This design comes from an exercise in tuning for a short achievable clock period and few clock cycles on the open sky130 flow, not from production work.
Function was checked by simulation only, so behaviour that the tests miss may differ from the original.
Power figures rest on the tool's default switching activity, not on a simulated workload.

==> flow/design.v, too long to show whole: its modules and the start of the top module <==
// module mul_stA: 1334 lines
// module mul_stB: 383 lines
// module CHIP: 188 lines
// module rf_read: 7 lines
// module jal_add: 12 lines
// module pc_pick: 6 lines
// module mul_ops: 8 lines
// module mul_add: 5 lines
// module add32: 6 lines
// module addsub32: 6 lines
// module ex_stage: 40 lines
module CHIP(clk,
            rst_n,
            mem_wen_D,
            mem_addr_D,
            mem_wdata_D,
            mem_rdata_D,
            mem_addr_I,
            mem_rdata_I);
  // ...
==> flow/flow/run.sh <==
#!/bin/bash
# The standard ORFS layout (standard.sh) with these changes:
#  - synthesis leaves adders to ABC instead of mapping full/half-adder cells first
#    (ADDER_MAP_FILE empty); registers, names and the synthesis script are unchanged;
#  - port buffers are plain buffers (buf_4) rather than the delay cell buffer_ports picks.
# The SDC and every other step are the standard ones. Each make target logs to its own file.
set -euo pipefail
EXTRA='SETUP_SLACK_MARGIN=6.4 MATCH_CELL_FOOTPRINT=0 "BUFFER_PORTS_ARGS=-buffer_cell sky130_fd_sc_hd__buf_4"'
sed -E "s/\"\\\$\\{@:-finish\\}\"/$EXTRA \"\${@:-finish}\"/" standard.sh > my_standard.sh
grep -q "SETUP_SLACK_MARGIN=6.4 MATCH_CELL_FOOTPRINT=0" my_standard.sh
sed -E "s/\"\\\$\\{@:-finish\\}\"/ADDER_MAP_FILE= \"\${@:-finish}\"/" standard.sh > synth_standard.sh
grep -q "ADDER_MAP_FILE= " synth_standard.sh
bash synth_standard.sh synth > log_synth.txt 2>&1
for t in floorplan place cts route finish; do
  bash my_standard.sh $t > log_$t.txt 2>&1
done
==> flow/standard.sh <==
#!/bin/bash
# synth_recipe.tcl (not shown) runs the flow's synth.tcl, then flattens the netlist and writes it again
# the make line also repeats each setting of config.mk as NAME=value (left out here)
make -C /OpenROAD-flow-scripts/flow DESIGN_CONFIG=/design/flow/config.mk WORK_HOME=/design/flow/orfs CLKGATE_MAP_FILE= SYNTH_SCRIPT=/design/flow/synth_recipe.tcl "${@:-finish}"
==> flow/config.mk <==
export PLATFORM = sky130hd
export DESIGN_NAME = CHIP
export DESIGN_NICKNAME = CHIP
export VERILOG_FILES = /design/flow/design.v
export SDC_FILE = /design/flow/constraint.sdc
export NUM_CORES = 4
export LEC_CHECK = 0
export CAP_MARGIN = 30
export CORE_MARGIN = 2
export CORE_UTILIZATION = 45
export PLACE_DENSITY = 0.6
export SLEW_MARGIN = 20
export SYNTH_HIERARCHICAL = 1
==> flow/constraint.sdc <==
create_clock -name core_clock -period 10.0 [get_ports {clk}]
set_input_delay 2.0000 -clock core_clock [delete_from_list [all_inputs] [get_ports {clk}]]
set_output_delay 2.0000 -clock core_clock [all_outputs]
set_load 0.01 [all_outputs]
==> flow_metrics.py, run 1 <==
metrics = {
    "sta": {
        "min_period_ns": 4.463,
        "fin_skew_ns": 0.1237,
        "post-route-period-util": 0.4463,
        "setup_tns_ns": 0,
    },
    "min_path": {
        "holdCritPathClass": "flip-flop to flip-flop",
        "min_delay_worst_endpoint": "mQ2[1]",
    },
    "floorplanning": {
        "tap_cells": 3781,
        "core_mm2": 0.2881,
        "dieArea_mm2": 0.2940,
    },
    "finish": {
        "n_all_buffers": 897,
        "nFlopsAndLatches": 1727,
        "layout_top_registers": "rf (992), mQ (252), mQ2 (64)",
        "n_antenna_cell": 38,
    },
    "worst_setup_path": {
        "path_delay_family": "compound AO/OA/AOI/OAI gates",
        "crit_end": "m_res[31]",
        "max_stage_delay_ns": 0.84,
    },
    "power": {
        "clock_power_share": 0.197,
        "clock_net_power_mw": 7.49,
    },
    "cts": {
        "cts_sinks": 1727,
        "cts_root_buf": "clkbuf_16",
        "cts_tree": "built",
        "post_cts_resized": 868,
    },
    "placed_design": {
        "place_inst": 16970,
    },
    "status": {
        "status": "no timing/DRC/antenna violations",
    },
    "drt": {
        "route.met2.wl_um": 222300,
    },
}
Testbench counts, summed over its fixed seeds: cycles 24,322.
==> module CHIP, before the edit <==
module CHIP(clk,
            rst_n,
            mem_wen_D,
            mem_addr_D,
            mem_wdata_D,
            mem_rdata_D,
            mem_addr_I,
            mem_rdata_I);
    input         clk, rst_n ;
    output        mem_wen_D  ;
    output [31:0] mem_addr_D ;
    output [31:0] mem_wdata_D;
    input  [31:0] mem_rdata_D;
    output [31:0] mem_addr_I ;
    input  [31:0] mem_rdata_I;
    reg  [31:0] PC;
    reg  [31:0] PC_o;                       
    reg         e_valid;
    reg  [31:0] e_a, e_b, e_r2, e_imm, e_pc, e_link;
    reg         e_selA, e_selB, e_selS;     
    reg  [4:0]  e_rd;
    reg         e_wr, e_load, e_store, e_beq, e_jal, e_jalr, e_mul;
    reg         e_sub, e_and, e_or, e_slt, e_sll, e_sra;
    reg  [3:0]  e_rsum;                     
    localparam MQW = 252;                   
    reg  [MQW-1:0] mQ;
    reg  [63:0] mQ2;
    reg  [31:0] mres;
    reg         m_wr, m_load, m_mul;
    reg  [1:0]  m_ph;
    reg  [4:0]  m_rd;
    reg  [31:0] m_res;
    reg         m_wen;
    reg  [31:0] m_addr, m_wdata;
    reg  [31:0] rf [1:31];
    wire [31:0] mul_p;
    wire [31:0] wb = m_load ? mem_rdata_D : m_mul ? mres : m_res;
    wire [31:0] ins = mem_rdata_I;
    wire [4:0]  opc = ins[6:2];
    wire [2:0]  f3  = ins[14:12];
    wire [4:0]  rs1 = ins[19:15];
    wire [4:0]  rs2 = ins[24:20];
    wire [4:0]  rd  = ins[11:7];
    wire d_R     = (opc == 5'b01100);
    wire d_I     = (opc == 5'b00100);
    wire d_load  = (opc == 5'b00000);
    wire d_store = (opc == 5'b01000);
    wire d_beq   = (opc == 5'b11000);
    wire d_jal   = (opc == 5'b11011);
    wire d_jalr  = (opc == 5'b11001);
    wire d_auipc = (opc == 5'b00101);
    wire d_mul   = d_R & ins[25];
    wire d_use1  = ~(d_jal | d_auipc);
    wire d_use2  = d_R | d_store | d_beq;
    wire d_wr    = (d_R | d_I | d_load | d_jal | d_jalr | d_auipc) & (rd != 5'd0);
    wire d_useimm = ~(d_R | d_beq);
    reg [31:0] d_imm;
    always @(*) begin
        if (d_store)      d_imm = {{20{ins[31]}}, ins[31:25], ins[11:7]};
        else if (d_beq)   d_imm = {{20{ins[31]}}, ins[7], ins[30:25], ins[11:8], 1'b0};
        else if (d_auipc) d_imm = {ins[31:12], 12'b0};
        else              d_imm = {{20{ins[31]}}, ins[31:20]};
    end
    wire [991:0] rf_flat;
    genvar gi;
    generate
        for (gi = 1; gi < 32; gi = gi + 1) begin : g_flat
            assign rf_flat[32*gi-1 -: 32] = rf[gi];
        end
    endgenerate
    wire [31:0] rv1, rv2;
    rf_read rd1(.regs(rf_flat), .sel(rs1), .q(rv1));
    rf_read rd2(.regs(rf_flat), .sel(rs2), .q(rv2));
    wire hE1 = e_valid & e_wr & (e_rd == rs1);
    wire hE2 = e_valid & e_wr & (e_rd == rs2);
    wire hM1 = m_wr & (m_rd == rs1);
    wire hM2 = m_wr & (m_rd == rs2);
    wire load_use = e_valid & (e_load | e_mul) & ((hE1 & d_use1) | (hE2 & d_use2));
    wire d_addsub = ~d_mul & ((d_R & f3 == 3'b000) | (d_I & f3 == 3'b000) | d_auipc);
    wire fA = ~d_auipc & hE1;
    wire fB = ~d_useimm & hE2;
    wire [31:0] op1 = hM1 ? wb : rv1;
    wire [31:0] op2 = hM2 ? wb : rv2;
    wire [31:0] jal_tgt;
    jal_add jadd(.pc(PC), .ins(ins), .tgt(jal_tgt));
    wire [31:0] a, b, r2, alu, addr, tgt;
    wire        eq;
    ex_stage ex(
        .e_a(e_a), .e_b(e_b), .e_imm(e_imm), .e_pc(e_pc), .e_link(e_link),
        .e_r2(e_r2), .m_res(m_res),
        .selA(e_selA), .selB(e_selB), .selS(e_selS),
        .rsum(e_rsum), .op_sub(e_sub), .op_and(e_and), .op_or(e_or), .op_slt(e_slt),
        .op_sll(e_sll), .op_sra(e_sra), .op_link(e_jal | e_jalr), .jalr(e_jalr),
        .a(a), .b(b), .r2(r2), .alu(alu), .addr(addr), .eq(eq), .tgt(tgt));
    wire        m_busy = m_mul & ~m_ph[1];   
    wire        taken = e_valid & (e_jalr | (e_beq & eq));
    wire [63:0] mul_r;
    wire [MQW-1:0] mul_q;
    mul_ops mulO(.m_res(m_res), .e_a(e_a), .e_b(e_b), .selA(e_selA), .selB(e_selB), .q(mul_q));
    mul_stB mulB(.q(mQ), .p(mul_r));
    mul_add mulC(.r(mQ2), .p(mul_p));
    wire mul_wait = (e_valid & e_mul) | (m_mul & (m_ph == 2'd0)) |
                    (m_mul & (m_ph == 2'd1) & ((hM1 & d_use1) | (hM2 & d_use2)));
    wire stall = load_use | mul_wait;
    wire [31:0] pc_inc = PC + 32'd4;
    wire        s_t = taken;
    wire        s_h = ~taken & stall;
    wire        s_j = ~taken & ~stall & d_jal;
    wire        s_i = ~taken & ~stall & ~d_jal;
    wire [31:0] pc_oth  = ({32{s_t}} & tgt) | ({32{s_h}} & PC) | ({32{s_i}} & pc_inc);
    wire [31:0] pco_oth = ({32{s_t}} & tgt) | ({32{s_h}} & PC_o) | ({32{s_i}} & pc_inc);
    wire [31:0] pc_nxt, pco_nxt;
    pc_pick pick1(.s(s_j), .x(jal_tgt), .y(pc_oth), .q(pc_nxt));
    pc_pick pick2(.s(s_j), .x(jal_tgt), .y(pco_oth), .q(pco_nxt));
    assign mem_addr_I  = PC_o;
    assign mem_wen_D   = m_wen;
    assign mem_addr_D  = m_addr;
    assign mem_wdata_D = m_wdata;
    always @(posedge clk or negedge rst_n) begin
        if (!rst_n) begin
            PC      <= 32'h00010000;
            PC_o    <= 32'h00010000;
            e_valid <= 1'b0;
            m_wr    <= 1'b0;
            m_wen   <= 1'b0;
            m_mul   <= 1'b0;
            m_ph    <= 2'd0;
        end else begin
            PC      <= pc_nxt;
            PC_o    <= pco_nxt;
            m_ph    <= m_busy ? m_ph + 2'd1 : 2'd0;
            e_valid <= ~taken & ~stall;
            if (!m_busy) begin
                m_wr    <= e_valid & e_wr;
                m_wen   <= e_valid & e_store;
                m_mul   <= e_valid & e_wr & e_mul;
            end
        end
    end
    always @(posedge clk) begin
        e_a    <= ({32{d_auipc}} & PC) | ({32{~d_auipc & hM1}} & wb) |
                  ({32{~d_auipc & ~hM1}} & rv1);
        e_b    <= ({32{d_useimm}} & d_imm) | ({32{~d_useimm & hM2}} & wb) |
                  ({32{~d_useimm & ~hM2}} & rv2);
        e_r2   <= op2;
        e_imm  <= d_imm;
        e_pc   <= PC;
        e_link <= pc_inc;
        e_selA <= fA;
        e_selB <= fB;
        e_selS <= hE2;
        e_rd   <= rd;
        e_wr   <= d_wr;
        e_load <= d_load;
        e_store <= d_store;
        e_beq  <= d_beq;
        e_jal  <= d_jal;
        e_jalr <= d_jalr;
        e_mul  <= d_mul;
        e_sub  <= ~d_mul & d_R & f3 == 3'b000 & ins[30];
        e_rsum <= {4{d_addsub}} & {fA & fB, fA & ~fB, ~fA & fB, ~fA & ~fB};
        e_and  <= ~d_mul & (d_R | d_I) & f3 == 3'b111;
        e_or   <= ~d_mul & (d_R | d_I) & f3 == 3'b110;
        e_slt  <= ~d_mul & (d_R | d_I) & f3 == 3'b010;
        e_sll  <= ~d_mul & (d_R | d_I) & f3 == 3'b001;
        e_sra  <= ~d_mul & (d_R | d_I) & f3 == 3'b101;
        if (!m_busy) begin
            m_rd    <= e_rd;
            m_load  <= e_load;
        end
        m_res   <= alu;
        m_addr  <= addr;
        m_wdata <= r2;
        mQ  <= mul_q;
        mQ2 <= mul_r;
        mres <= mul_p;
    end
    generate
        for (gi = 1; gi < 32; gi = gi + 1) begin : g_rf
            always @(posedge clk or negedge rst_n) begin
                if (!rst_n)
                    rf[gi] <= (gi == 2) ? 32'hbffffff0 : (gi == 3) ? 32'h10008000 : 32'h0;
                else if (m_wr && !m_busy && m_rd == gi)
                    rf[gi] <= wb;
            end
        end
    endgenerate
endmodule
==> module ex_stage, before the edit <==
module ex_stage(e_a, e_b, e_r2, e_imm, e_pc, e_link, m_res, selA, selB, selS,
                rsum, op_sub, op_and, op_or, op_slt, op_sll, op_sra, op_link, jalr,
                a, b, r2, alu, addr, eq, tgt);
    input  [31:0] e_a, e_b, e_r2, e_imm, e_pc, e_link, m_res;
    input         selA, selB, selS;
    input  [3:0]  rsum;
    input         op_sub, op_and, op_or, op_slt, op_sll, op_sra, op_link, jalr;
    output [31:0] a, b, r2, alu, addr, tgt;
    output        eq;
    assign a  = selA ? m_res : e_a;
    assign b  = selB ? m_res : e_b;
    assign r2 = selS ? m_res : e_r2;
    wire [31:0] s_ee, s_me, s_em, s_mm;
    addsub32 add_ee(.x(e_a),   .y(e_b),   .sub(op_sub), .s(s_ee));
    addsub32 add_me(.x(m_res), .y(e_b),   .sub(op_sub), .s(s_me));
    addsub32 add_em(.x(e_a),   .y(m_res), .sub(op_sub), .s(s_em));
    addsub32 add_mm(.x(m_res), .y(m_res), .sub(op_sub), .s(s_mm));
    wire [31:0] addr_m, addr_e;
    add32 add_am(.x(m_res), .y(e_imm), .c(1'b0), .s(addr_m));
    add32 add_ae(.x(e_a),   .y(e_imm), .c(1'b0), .s(addr_e));
    assign addr = ({32{selA}} & addr_m) | ({32{~selA}} & addr_e);
    wire        lt  = $signed(a) < $signed(b);
    wire [31:0] shl = a << b[4:0];
    wire [31:0] shr = $signed(a) >>> b[4:0];
    assign alu = ({32{rsum[3]}} & s_mm) | ({32{rsum[2]}} & s_me) |
                 ({32{rsum[1]}} & s_em) | ({32{rsum[0]}} & s_ee) |
                 ({32{op_and}} & (a & b)) |
                 ({32{op_or}}  & (a | b)) |
                 ({32{op_slt}} & {31'd0, lt}) |
                 ({32{op_sll}} & shl) |
                 ({32{op_sra}} & shr) |
                 ({32{op_link}} & e_link);
    wire eq_a = (m_res == e_r2);            
    wire eq_b = (e_a == m_res);             
    wire eq_e = (e_a == e_r2);              
    assign eq = (selA & (selS | eq_a)) | (~selA & selS & eq_b) | (~selA & ~selS & eq_e);
    wire [31:0] btgt;
    add32 add_bt(.x(e_pc), .y(e_imm), .c(1'b0), .s(btgt));
    assign tgt = ({32{jalr}} & addr) | ({32{~jalr}} & btgt);
endmodule
==> run 2: changes to the inputs <==
--- a/flow/design.v
+++ b/flow/design.v
@@ -1737,7 +1737,8 @@
     reg         e_selA, e_selB, e_selS;     
     reg  [4:0]  e_rd;
     reg         e_wr, e_load, e_store, e_beq, e_jal, e_jalr, e_mul;
-    reg         e_sub, e_and, e_or, e_slt, e_sll, e_sra;
+    reg         e_and, e_or, e_slt, e_sll, e_sra;
+    reg  [3:0]  e_subs;                     
     reg  [3:0]  e_rsum;                     
     localparam MQW = 252;                   
     reg  [MQW-1:0] mQ;
@@ -1794,6 +1795,7 @@
     wire hM2 = m_wr & (m_rd == rs2);
     wire load_use = e_valid & (e_load | e_mul) & ((hE1 & d_use1) | (hE2 & d_use2));
     wire d_addsub = ~d_mul & ((d_R & f3 == 3'b000) | (d_I & f3 == 3'b000) | d_auipc);
+    wire d_sub    = ~d_mul & d_R & f3 == 3'b000 & ins[30];
     wire fA = ~d_auipc & hE1;
     wire fB = ~d_useimm & hE2;
     wire [31:0] op1 = hM1 ? wb : rv1;
@@ -1806,7 +1808,7 @@
         .e_a(e_a), .e_b(e_b), .e_imm(e_imm), .e_pc(e_pc), .e_link(e_link),
         .e_r2(e_r2), .m_res(m_res),
         .selA(e_selA), .selB(e_selB), .selS(e_selS),
-        .rsum(e_rsum), .op_sub(e_sub), .op_and(e_and), .op_or(e_or), .op_slt(e_slt),
+        .rsum(e_rsum), .subs(e_subs), .op_and(e_and), .op_or(e_or), .op_slt(e_slt),
         .op_sll(e_sll), .op_sra(e_sra), .op_link(e_jal | e_jalr), .jalr(e_jalr),
         .a(a), .b(b), .r2(r2), .alu(alu), .addr(addr), .eq(eq), .tgt(tgt));
     wire        m_busy = m_mul & ~m_ph[1];   
@@ -1874,8 +1876,8 @@
         e_jal  <= d_jal;
         e_jalr <= d_jalr;
         e_mul  <= d_mul;
-        e_sub  <= ~d_mul & d_R & f3 == 3'b000 & ins[30];
         e_rsum <= {4{d_addsub}} & {fA & fB, fA & ~fB, ~fA & fB, ~fA & ~fB};
+        e_subs <= {4{d_sub}} & {fA & fB, fA & ~fB, ~fA & fB, ~fA & ~fB};
         e_and  <= ~d_mul & (d_R | d_I) & f3 == 3'b111;
         e_or   <= ~d_mul & (d_R | d_I) & f3 == 3'b110;
         e_slt  <= ~d_mul & (d_R | d_I) & f3 == 3'b010;
@@ -1954,22 +1956,22 @@
     assign s = x + (sub ? ~y : y) + {31'd0, sub};
 endmodule
 module ex_stage(e_a, e_b, e_r2, e_imm, e_pc, e_link, m_res, selA, selB, selS,
-                rsum, op_sub, op_and, op_or, op_slt, op_sll, op_sra, op_link, jalr,
+                rsum, subs, op_and, op_or, op_slt, op_sll, op_sra, op_link, jalr,
                 a, b, r2, alu, addr, eq, tgt);
     input  [31:0] e_a, e_b, e_r2, e_imm, e_pc, e_link, m_res;
     input         selA, selB, selS;
-    input  [3:0]  rsum;
-    input         op_sub, op_and, op_or, op_slt, op_sll, op_sra, op_link, jalr;
+    input  [3:0]  rsum, subs;
+    input         op_and, op_or, op_slt, op_sll, op_sra, op_link, jalr;
     output [31:0] a, b, r2, alu, addr, tgt;
     output        eq;
     assign a  = selA ? m_res : e_a;
     assign b  = selB ? m_res : e_b;
     assign r2 = selS ? m_res : e_r2;
     wire [31:0] s_ee, s_me, s_em, s_mm;
-    addsub32 add_ee(.x(e_a),   .y(e_b),   .sub(op_sub), .s(s_ee));
-    addsub32 add_me(.x(m_res), .y(e_b),   .sub(op_sub), .s(s_me));
-    addsub32 add_em(.x(e_a),   .y(m_res), .sub(op_sub), .s(s_em));
-    addsub32 add_mm(.x(m_res), .y(m_res), .sub(op_sub), .s(s_mm));
+    addsub32 add_ee(.x(e_a),   .y(e_b),   .sub(subs[0]), .s(s_ee));
+    addsub32 add_me(.x(m_res), .y(e_b),   .sub(subs[2]), .s(s_me));
+    addsub32 add_em(.x(e_a),   .y(m_res), .sub(subs[1]), .s(s_em));
+    addsub32 add_mm(.x(m_res), .y(m_res), .sub(subs[3]), .s(s_mm));
     wire [31:0] addr_m, addr_e;
     add32 add_am(.x(m_res), .y(e_imm), .c(1'b0), .s(addr_m));
     add32 add_ae(.x(e_a),   .y(e_imm), .c(1'b0), .s(addr_e));
--- a/flow/config.mk
+++ b/flow/config.mk
@@ -7,7 +7,7 @@
 export LEC_CHECK = 0
 export CAP_MARGIN = 30
 export CORE_MARGIN = 2
-export CORE_UTILIZATION = 45
-export PLACE_DENSITY = 0.6
+export CORE_UTILIZATION = 30
+export PLACE_DENSITY = 0.45
 export SLEW_MARGIN = 20
 export SYNTH_HIERARCHICAL = 1
==> flow_metrics.py, run 2 <==
metrics = {
    "status": {
        "status": "no timing/DRC/antenna violations",
    },
    "power": {
        "switchingPower_mw": 16.95,
        "p_seq_frac": 0.285,
        "p_leak_nw": 58.35,
        "clock_power_share": 0.201,
        "intPower_mw": 22.83,
        "switching_share": 0.4260,
        "power_density_mw_per_mm2": 265.1,
        "comb_power_share": 0.514,
        "vdd_drop_max_v": 0.0002391,
    },
    "cts": {
        "cts_tree": "built",
        "path_clk_slew_ns": 0.06,
        "cts_max_path_buffers": 4,
        "cts_buffers": 206,
        "cts_sinks": 1730,
        "htreeDepth": 4,
        "cts_root_buf": "clkbuf_16",
        "clock_latency_ns": 0.98,
    },
    "logic_synthesis": {
        "syn-cell-area_mm2": 0.1301,
        "synthCells": 14251,
        "syn_avg_cell_area_um2": 9.131,
        "yosysWarnings": 8,
    },
    "drt": {
        "vias": 110132,
        "postRouteAntennaNets": 0,
        "wirelength_um": 562300,
        "viasPerCell": 5.582,
        "drt-initial-drc-count": 10157,
        "wl_per_cell_um": 28.50,
        "drc": 0,
        "drt_first_pass_iters": 7,
    },
    "min_path": {
        "min_from": "mQ[5]",
        "hold_depth": 0,
        "holdCritPathClass": "flip-flop to flip-flop",
        "min_delay_worst_endpoint": "mQ2[2]",
    },
    "global_routing": {
        "antenna_found_initial": 48,
        "grt_max_degree": 145,
        "grt_first_pass_wirelength_um": 784200,
        "grt_usage": 0.2427,
        "grt_pass1_vias": 103427,
        "grt_overflow": 0,
    },
    "worst_setup_path": {
        "reg2reg_from": "e_subs[2]",
        "r2r-end": "m_res[31]",
        "crit_fanout": 6,
        "r2r_slack_ns": 5.64,
        "crit_path_start_kind": "flip-flop",
        "max_stage_delay_ns": 0.93,
        "path_delay_family": "compound AO/OA/AOI/OAI gates",
        "cp-end-kind": "flip-flop",
        "cp.required_ns": 10.79,
        "slowest_stage": "a222oi_1",
        "crit_chain": "buf_8, nor2b_1, a2bb2oi_2, o21ai_0, a311oi_2, o21ai_4, a211o_4, a211o_1, nor2_4, nand3_1, and3_4, a222oi_1, o2111ai_1, a31o_2",
        "critPathKind": "flip-flop to flip-flop",
        "r2r_cells": 14,
        "crit_arrival_ns": 5.15,
        "crit_buf_inv": 1,
    },
    "sta": {
        "min_period_ns": 4.363,
        "hold_viol_final": 0,
        "finalSetupViolations": 0,
        "fin_skew_ns": 0.1279,
        "post-route-period-util": 0.4363,
        "rsz0062_at_grt": "true",
        "worstMarginPinSlew_ns": 1.086,
        "slew_viol_final": 0,
        "setup_tns_ns": 0,
        "fmax_mhz": 229.2,
        "relSlewSlack": 0.2759,
    },
    "floorplanning": {
        "die_h_um": 662.6,
        "dieArea_mm2": 0.4390,
        "ioPinCount": 163,
        "die_w_um": 662.6,
        "initial_core_util": 0.3016,
        "rows": 241,
        "core_mm2": 0.4315,
    },
    "finish": {
        "largest-register": "rf",
        "area_delta_synth_final_pct": 15.33,
        "layout-drive-gt1-share": 0.2025,
        "fin_nets": 13831,
        "final_cell_mix": "2008 x nand2_1, 1259 x o21ai_0, 1050 x xnor2_1, 1027 x dfrtp_1, 594 x dfxtp_1",
        "mostFrequentLayoutCell": "nand2_1",
        "largest_register_ffs": 992,
        "fill_cells": 44127,
        "final_util": 0.3478,
        "layout_top_registers": "rf (992), mQ (252), mQ2 (64)",
    },
    "placed_design": {
        "port_buffers": 160,
        "dp_hpwl_um": 353500,
        "gp_congestion": 0.9638,
    },
    "job": {
        "max_cap_viol_count": 0,
    },
}
[run 2: how the worst max path moves through the flow]
stage	startpoint	to	slack [ns]	cells after the start
after floorplan	mem_rdata_I[29]	PC[14]	6.01	9
after global placement	mem_rdata_I[20]	e_b[7]	4.35	8
after detailed placement	mem_rdata_I[20]	e_b[16]	4.37	8
after CTS	e_subs[1]	m_res[25]	5.80	16
after global routing	e_a[3]	m_res[31]	5.71	15
final	e_subs[2]	m_res[31]	5.64	14
[run 2: area by class of cell]
| class | instances | area (µm²) | share of cell area |
|---|---|---|---|
| Antenna cell | 80 | 200.2 | 0.001334 |
| Clock buffer | 291 | 6066 | 0.04042 |
| Sequential cell | 1730 | 40240 | 0.2682 |
| Timing Repair Buffer | 763 | 9385 | 0.06254 |
| Inverter | 319 | 1224 | 0.008154 |
| Clock inverter | 91 | 1011 | 0.006737 |
| Multi-Input combinational cell | 10745 | 84800 | 0.5650 |
| Tap cell | 5710 | 7144 | 0.04761 |
[run 2: layer usage]
| metal | wire length (µm) | part of all wire | global-route usage | up-vias |
|---|---|---|---|---|
| met5 | 160 | 0.00028 | 0 | - |
| met4 | 37100 | 0.066 | 0.1375 | 26 |
| met3 | 40110 | 0.071 | 0.04299 | 1150 |
| met2 | 246300 | 0.44 | 0.3752 | 4139 |
| met1 | 238600 | 0.42 | 0.3191 | 54785 |
| li1 | - | - | - | 50032 |
[run 2: stage by stage]
step | power, mW | cells | setup slack, ns | instance area, µm² | hold slack [ns]
finish | 39.78 | 19729 | 5.637 | 150100 | 0.3263
CTS | 39.33 | 19517 | 5.800 | 146300 | 0.3262
global route | 41.93 | 19712 | 5.706 | 150000 | 0.3332
global placement | 30.52 | 18905 | 4.354 | 133100 | 0.3108
detailed placement | 30.68 | 18923 | 4.367 | 133400 | 0.3121
floorplan | 27.24 | 14256 | 6.013 | 130700 | 0.3575
[run 2: timing repair]
action	in CTS	in global routing
endpoints found under the setup margin	319	390
hold buffers	0	0
resized for setup	724	373
endpoints found under the hold margin	0	0
gates cloned	53	33
buffers inserted	159	97
pin swaps	131	127
[run 2: power groups by stage]
stage / Sequential [mW] / Clock, mW / Combinational [mW]
after floorplan: 10.5 / 0 / 16.8
after global placement: 11.4 / 0 / 19.1
after detailed placement: 11.4 / 0 / 19.3
after CTS: 11.3 / 8.16 / 19.9
after global routing: 11.5 / 8.41 / 22.0
final: 11.3 / 7.99 / 20.4
Testbench counts of run 2, summed over its fixed seeds: cycles 24,322.
==> run 3: changes to the inputs <==
--- a/flow/design.v
+++ b/flow/design.v
@@ -1949,6 +1949,13 @@
     output [31:0] s;
     assign s = x + y + {31'd0, c};
 endmodule
+module res_pick(s_mm, s_me, s_em, s_ee, rsum, other, q);
+    input  [31:0] s_mm, s_me, s_em, s_ee, other;
+    input  [3:0]  rsum;
+    output [31:0] q;
+    assign q = ({32{rsum[3]}} & s_mm) | ({32{rsum[2]}} & s_me) |
+               ({32{rsum[1]}} & s_em) | ({32{rsum[0]}} & s_ee) | other;
+endmodule
 module addsub32(x, y, sub, s);
     input  [31:0] x, y;
     input         sub;
@@ -1979,14 +1986,14 @@
     wire        lt  = $signed(a) < $signed(b);
     wire [31:0] shl = a << b[4:0];
     wire [31:0] shr = $signed(a) >>> b[4:0];
-    assign alu = ({32{rsum[3]}} & s_mm) | ({32{rsum[2]}} & s_me) |
-                 ({32{rsum[1]}} & s_em) | ({32{rsum[0]}} & s_ee) |
-                 ({32{op_and}} & (a & b)) |
+    wire [31:0] other = ({32{op_and}} & (a & b)) |
                  ({32{op_or}}  & (a | b)) |
                  ({32{op_slt}} & {31'd0, lt}) |
                  ({32{op_sll}} & shl) |
                  ({32{op_sra}} & shr) |
                  ({32{op_link}} & e_link);
+    res_pick pick(.s_mm(s_mm), .s_me(s_me), .s_em(s_em), .s_ee(s_ee), .rsum(rsum),
+                  .other(other), .q(alu));
     wire eq_a = (m_res == e_r2);            
     wire eq_b = (e_a == m_res);             
     wire eq_e = (e_a == e_r2);              
==> flow_metrics.py, run 3 <==
metrics = {
    "status": {
        "status": "no timing/DRC/antenna violations",
    },
    "floorplanning": {
        "die_w_um": 662.8,
        "dieArea_mm2": 0.4394,
        "die_h_um": 662.8,
        "core_mm2": 0.4315,
        "initial_core_util": 0.3018,
        "rows": 241,
        "ioPinCount": 163,
    },
    "sta": {
        "min_period_ns": 3.758,
        "post-route-period-util": 0.3758,
        "fmax_mhz": 266.1,
        "worstMarginPinSlew_ns": 1.063,
        "slew_viol_final": 0,
        "fin_skew_ns": 0.1382,
        "finalSetupViolations": 0,
        "hold_viol_final": 0,
        "rsz0062_at_grt": "true",
        "whs_ns": 0.3258,
        "relSlewSlack": 0.2710,
        "setup_tns_ns": 0,
    },
    "logic_synthesis": {
        "yosysWarnings": 8,
        "synthCells": 14311,
        "syn_avg_cell_area_um2": 9.099,
        "syn-cell-area_mm2": 0.1302,
    },
    "finish": {
        "largest_register_ffs": 992,
        "layout-drive-gt1-share": 0.1828,
        "fin_nets": 13764,
        "final_util": 0.3415,
        "area_delta_synth_final_pct": 13.17,
        "final_cell_mix": "2039 x nand2_1, 1261 x o21ai_0, 1064 x xnor2_1, 1025 x dfrtp_1, 595 x dfxtp_1",
        "instances_no_fill": 19709,
        "largest-register": "rf",
        "mostFrequentLayoutCell": "nand2_1",
        "layout_top_registers": "rf (992), mQ (252), mQ2 (64)",
    },
    "drt": {
        "wirelength_um": 545100,
        "viasPerCell": 5.497,
        "drt_first_pass_iters": 8,
        "postRouteAntennaNets": 0,
        "drt-initial-drc-count": 9437,
        "vias": 108347,
        "drc": 0,
        "wl_per_cell_um": 27.66,
    },
    "min_path": {
        "holdCritPathClass": "flip-flop to flip-flop",
        "min_from": "mQ[2]",
    },
    "global_routing": {
        "grt_max_degree": 161,
        "grt_usage": 0.2340,
        "antenna_found_initial": 45,
        "grt_pass1_vias": 102230,
        "grt_first_pass_wirelength_um": 760900,
        "grt_overflow": 0,
    },
    "power": {
        "vdd_drop_max_v": 0.0002656,
        "power_mw": 39.43,
        "power_density_mw_per_mm2": 267.6,
        "p_leak_nw": 57.27,
    },
    "cts": {
        "cts_max_path_buffers": 4,
        "cts_buffers": 207,
        "cts_tree": "built",
        "htreeDepth": 4,
        "cts_root_buf": "clkbuf_16",
        "cts_sinks": 1730,
        "path_clk_slew_ns": 0.06,
        "clock_latency_ns": 1.00,
    },
    "worst_setup_path": {
        "cp.required_ns": 10.82,
        "crit_start": "mem_rdata_I[15]",
        "slowest_stage": "nor4_2",
        "crit_arrival_ns": 4.58,
        "crit_path_start_kind": "input pin",
        "crit_fanout": 18,
        "r2r_slack_ns": 6.32,
        "max_stage_delay_ns": 0.55,
        "cp-end-kind": "flip-flop",
        "path_delay_family": "simple AND/OR/NAND/NOR gates",
        "crit_chain": "buf_16, xnor2_2, nor4_2, a22oi_1, o2bb2ai_2, a31oi_4, nor2_4, a32oi_1, xnor2_1, mux2_4",
        "crit_buf_inv": 1,
        "critPathKind": "input pin to flip-flop",
        "reg2reg_from": "e_a[21]",
    },
    "placed_design": {
        "dp_hpwl_um": 346700,
        "place_inst": 18993,
        "port_buffers": 160,
        "gp_congestion": 0.9503,
    },
    "job": {
        "max_cap_viol_count": 0,
    },
}
## run 3: final cells by class
cell class,instances,area (µm²)
fill,44341,284100
multi-input combinational,10797,83290
sequential,1730,40240
timing repair buffer,642,8009
tap,5710,7144
clock buffer,312,6223
inverter,320,1222
clock inverter,69,924.6
antenna,129,322.8
## run 3: path summary, 6_finish.rpt
| path | cells past startpoint | endpoint |
|---|---|---|
| max | 10 | PC_o[25] |
| min | 0 | mQ2[33] |
| max reg2reg | 14 | PC_o[17] |
| min reg2reg | 0 | mQ2[33] |
| max in group asynchronous | 3 | PC_o[31] |
| min in group asynchronous | 1 | rf[26][25] |
## run 3: per-stage QoR
| step | setup WS [ns] | cell area, µm² |
|---|---|---|
| CTS | 6.330 | 144100 |
| global placement | 4.315 | 133200 |
| global route | 6.191 | 147300 |
| floorplan | 6.013 | 130800 |
| finish | 6.242 | 147400 |
| detailed placement | 4.331 | 133600 |
## run 3: what timing repair did
item                                    in CTS  in global routing
buffers inserted                            43                 90
gates cloned                                36                 34
endpoints found under the setup margin     228                234
pin swaps                                   32                 75
resized for setup                          504                304
hold buffers                                 0                  0
## run 3: power breakdown
| group | total (mW) | internal [mW] | leakage, nW | switching [mW] |
|---|---|---|---|---|
| Combinational | 20.2 | 8.98 | 37.1 | 11.2 |
| Sequential | 11.2 | 9.10 | 16.6 | 2.09 |
| Clock | 8.09 | 4.72 | 3.50 | 3.38 |
## run 3: per-layer routing
layer,global-route usage,vias up,share of wire
li1,-,50020,-
met1,0.3075,53577,0.43
met2,0.3734,3750,0.45
met3,0.03609,984,0.065
met4,0.1164,16,0.059
met5,0,-,0.00017
Testbench counts of run 3, summed over its fixed seeds: cycles 24,322.
==> run 4: changes to the inputs <==
--- a/flow/flow/run.sh
+++ b/flow/flow/run.sh
@@ -5,9 +5,9 @@
 #  - port buffers are plain buffers (buf_4) rather than the delay cell buffer_ports picks.
 # The SDC and every other step are the standard ones. Each make target logs to its own file.
 set -euo pipefail
-EXTRA='SETUP_SLACK_MARGIN=6.4 MATCH_CELL_FOOTPRINT=0 "BUFFER_PORTS_ARGS=-buffer_cell sky130_fd_sc_hd__buf_4"'
+EXTRA='SETUP_SLACK_MARGIN=7 MATCH_CELL_FOOTPRINT=0 "BUFFER_PORTS_ARGS=-buffer_cell sky130_fd_sc_hd__buf_4"'
 sed -E "s/\"\\\$\\{@:-finish\\}\"/$EXTRA \"\${@:-finish}\"/" standard.sh > my_standard.sh
-grep -q "SETUP_SLACK_MARGIN=6.4 MATCH_CELL_FOOTPRINT=0" my_standard.sh
+grep -q "SETUP_SLACK_MARGIN=7 MATCH_CELL_FOOTPRINT=0" my_standard.sh
 sed -E "s/\"\\\$\\{@:-finish\\}\"/ADDER_MAP_FILE= \"\${@:-finish}\"/" standard.sh > synth_standard.sh
 grep -q "ADDER_MAP_FILE= " synth_standard.sh
 bash synth_standard.sh synth > log_synth.txt 2>&1
==> flow_metrics.py, run 4 <==
metrics = {
    "status": {
        "status": "no timing/DRC/antenna violations",
    },
    "sta": {
        "fin_skew_ns": 0.1094,
        "rsz0062_at_grt": "true",
        "worstMarginPinSlew_ns": 1.074,
        "finalSetupViolations": 0,
        "relSlewSlack": 0.2838,
        "hold_viol_final": 0,
        "min_period_ns": 3.652,
        "post-route-period-util": 0.3652,
        "fmax_mhz": 273.9,
        "setup_tns_ns": 0,
        "slew_viol_final": 0,
    },
    "logic_synthesis": {
        "syn_avg_cell_area_um2": 9.099,
        "yosysWarnings": 8,
        "syn-cell-area_mm2": 0.1302,
        "synthCells": 14311,
    },
    "worst_setup_path": {
        "r2r-end": "m_res[27]",
        "crit_arrival_ns": 4.46,
        "crit_path_start_kind": "flip-flop",
        "r2r_slack_ns": 6.35,
        "cp-end-kind": "flip-flop",
        "cp.required_ns": 10.81,
        "slowest_stage": "a222oi_1",
        "max_stage_delay_ns": 0.48,
        "r2r_cells": 14,
        "critPathKind": "flip-flop to flip-flop",
        "crit_fanout": 23,
        "crit_chain": "buf_6, nand2b_1, a21oi_1, o21ai_1, a21oi_1, o32a_1, a211o_1, buf_4, a211o_1, nor2_4, o21ai_2, xnor2_1, a222oi_1, nand2_1",
        "reg2reg_from": "e_b[7]",
    },
    "cts": {
        "cts_buffers": 207,
        "cts_tree": "built",
        "cts_sinks": 1730,
        "cts_max_path_buffers": 4,
        "holdBufCountCts": 0,
        "cts_root_buf": "clkbuf_16",
        "clock_latency_ns": 0.96,
        "htreeDepth": 4,
        "path_clk_slew_ns": 0.06,
    },
    "global_routing": {
        "grt_first_pass_wirelength_um": 827400,
        "grt_overflow": 0,
        "grt_usage": 0.2579,
        "grt_pass1_vias": 107207,
        "antenna_found_initial": 49,
        "grt_max_degree": 158,
    },
    "floorplanning": {
        "die_w_um": 662.8,
        "core_mm2": 0.4315,
        "initial_core_util": 0.3018,
        "rows": 241,
        "ioPinCount": 163,
        "dieArea_mm2": 0.4394,
        "die_h_um": 662.8,
    },
    "drt": {
        "viasPerCell": 5.662,
        "vias": 114068,
        "wl_per_cell_um": 29.74,
        "wirelength_um": 599200,
        "postRouteAntennaNets": 0,
        "drt_first_pass_iters": 9,
        "drt-initial-drc-count": 11820,
        "drc": 0,
    },
    "power": {
        "intPower_mw": 23.62,
        "clock_power_share": 0.199,
        "power_density_mw_per_mm2": 259.5,
        "p_leak_nw": 61.85,
        "vdd_drop_max_v": 0.0002072,
        "switching_share": 0.4252,
        "comb_power_share": 0.525,
        "switchingPower_mw": 17.48,
        "p_seq_frac": 0.276,
    },
    "finish": {
        "layout_top_registers": "rf (992), mQ (252), mQ2 (64)",
        "instances_no_fill": 20147,
        "largest-register": "rf",
        "largest_register_ffs": 992,
        "layout-drive-gt1-share": 0.2431,
        "fill_cells": 43249,
        "mostFrequentLayoutCell": "nand2_1",
        "final_cell_mix": "2038 x nand2_1, 1221 x o21ai_0, 1030 x xnor2_1, 1023 x dfrtp_1, 509 x dfxtp_1",
        "area_delta_synth_final_pct": 21.63,
        "fin_nets": 14264,
    },
    "job": {
        "max_cap_viol_count": 0,
    },
    "min_path": {
        "holdCritPathClass": "flip-flop to flip-flop",
        "min_from": "mQ[2]",
        "hold_depth": 0,
        "min_delay_worst_endpoint": "mQ2[33]",
    },
    "placed_design": {
        "place_inst": 18996,
        "port_buffers": 160,
        "dp_hpwl_um": 349200,
        "gp_congestion": 0.9373,
    },
}
==> run 4: how the worst max path moves through the flow <==
stage	start	end	depth (start not counted)
floorplan	mem_rdata_I[29]	PC[14]	9
global placement	mem_rdata_I[20]	e_b[25]	9
detailed placement	mem_rdata_I[20]	e_b[25]	9
CTS	PC_o[16]	mem_addr_I[16]	1
global route	e_b[7]	m_res[25]	13
finish	e_b[7]	m_res[27]	14
==> run 4: per-stage QoR <==
stage	cell area (µm²)	hold slack, ns	power, mW	worst slack, ns	util
final	158400	0.3260	41.10	6.348	0.3671
after global routing	158300	0.3335	43.19	6.295	0.3669
after CTS	153900	0.3257	40.45	6.304	0.3567
after detailed placement	133600	0.3121	30.62	4.199	0.3097
after global placement	133200	0.3109	30.50	4.214	0.3088
after floorplan	131000	0.3575	27.24	6.013	-
==> run 4: layer usage <==
metal / vias up / global-route usage / wire length (µm)
li1: 51006 / - / -
met1: 56497 / 0.3285 / 243000
met2: 5075 / 0.4036 / 265800
met3: 1480 / 0.04675 / 45290
met4: 10 / 0.1618 / 45050
met5: - / 0 / 77
==> run 4: repair_timing <==
action | 4_1_cts | 5_1_grt
buffers inserted | 348 | 162
setup endpoints to repair | 1534 | 859
pin swaps | 219 | 229
cloned | 159 | 29
resized for setup | 1478 | 475
==> run 4: layout make-up <==
cell class / count / area (µm²) / share of cell area
clock inverters: 81 / 1114 / 0.007031
multi-input cells: 10823 / 87340 / 0.5514
flip-flops and latches: 1730 / 40390 / 0.2550
diodes: 69 / 172.7 / 0.001090
repair buffers: 1116 / 14950 / 0.09439
clock buffers: 298 / 6035 / 0.03810
inverters: 320 / 1246 / 0.007868
well taps: 5710 / 7144 / 0.04511
==> run 4: power by group through the flow <==
stage | combinational [mW] | clock [mW] | sequential (mW)
floorplan | 16.8 | 0 | 10.5
global placement | 19.2 | 0 | 11.3
detailed placement | 19.3 | 0 | 11.4
CTS | 20.8 | 8.32 | 11.3
global route | 23.1 | 8.56 | 11.6
finish | 21.6 | 8.17 | 11.3
==> run 4: critical path: cells and delay by family, from the launching register on <==
kind / cells / cell delay (ns)
AND/OR/NAND/NOR: 3 / 0.45
XOR/XNOR: 1 / 0.14
AO/OA/AOI/OAI: 8 / 2.05
flip-flops: 1 / 0.32
buffers and inverters: 2 / 0.48

## static timing again, ports no longer ideal
The flow's constraints put no driver on any port. The routed layouts listed below were extracted and timed again, unchanged, in two steps. Step 1: set_driving_cell puts a clkbuf_16 on clk and a buf_2 on each other input, an assumption about the parent block. Step 2 also shifts input and output timing later by t, the mid clock arrival at the registers, as if the neighbouring blocks saw the same clock. Three values: ideal ports, drivers, drivers and shift; two values: the first two.
| run | shift t [ns] | setup WS [ns] | worst slew at a driven data input, ns | cell pins on the clock port's net |
|---|---|---|---|---|
| run 1 | 0.965 | 5.537 / 5.537 / 5.085 | 0.26 | 1 |
| run 2 | 1.016 | 5.637 / 5.637 / 5.057 | 0.37 | 1 |
| run 3 | 1.043 | 6.242 / 6.041 / 4.998 | 0.40 | 1 |
| run 4 | 1.042 | 6.348 / 5.983 / 4.940 | 0.66 | 1 |
After both steps setup and hold are still met in every run listed. For run 4, which loses most, drivers alone change the setup slack by -0.365 ns; drivers and shift together by -1.408 ns.
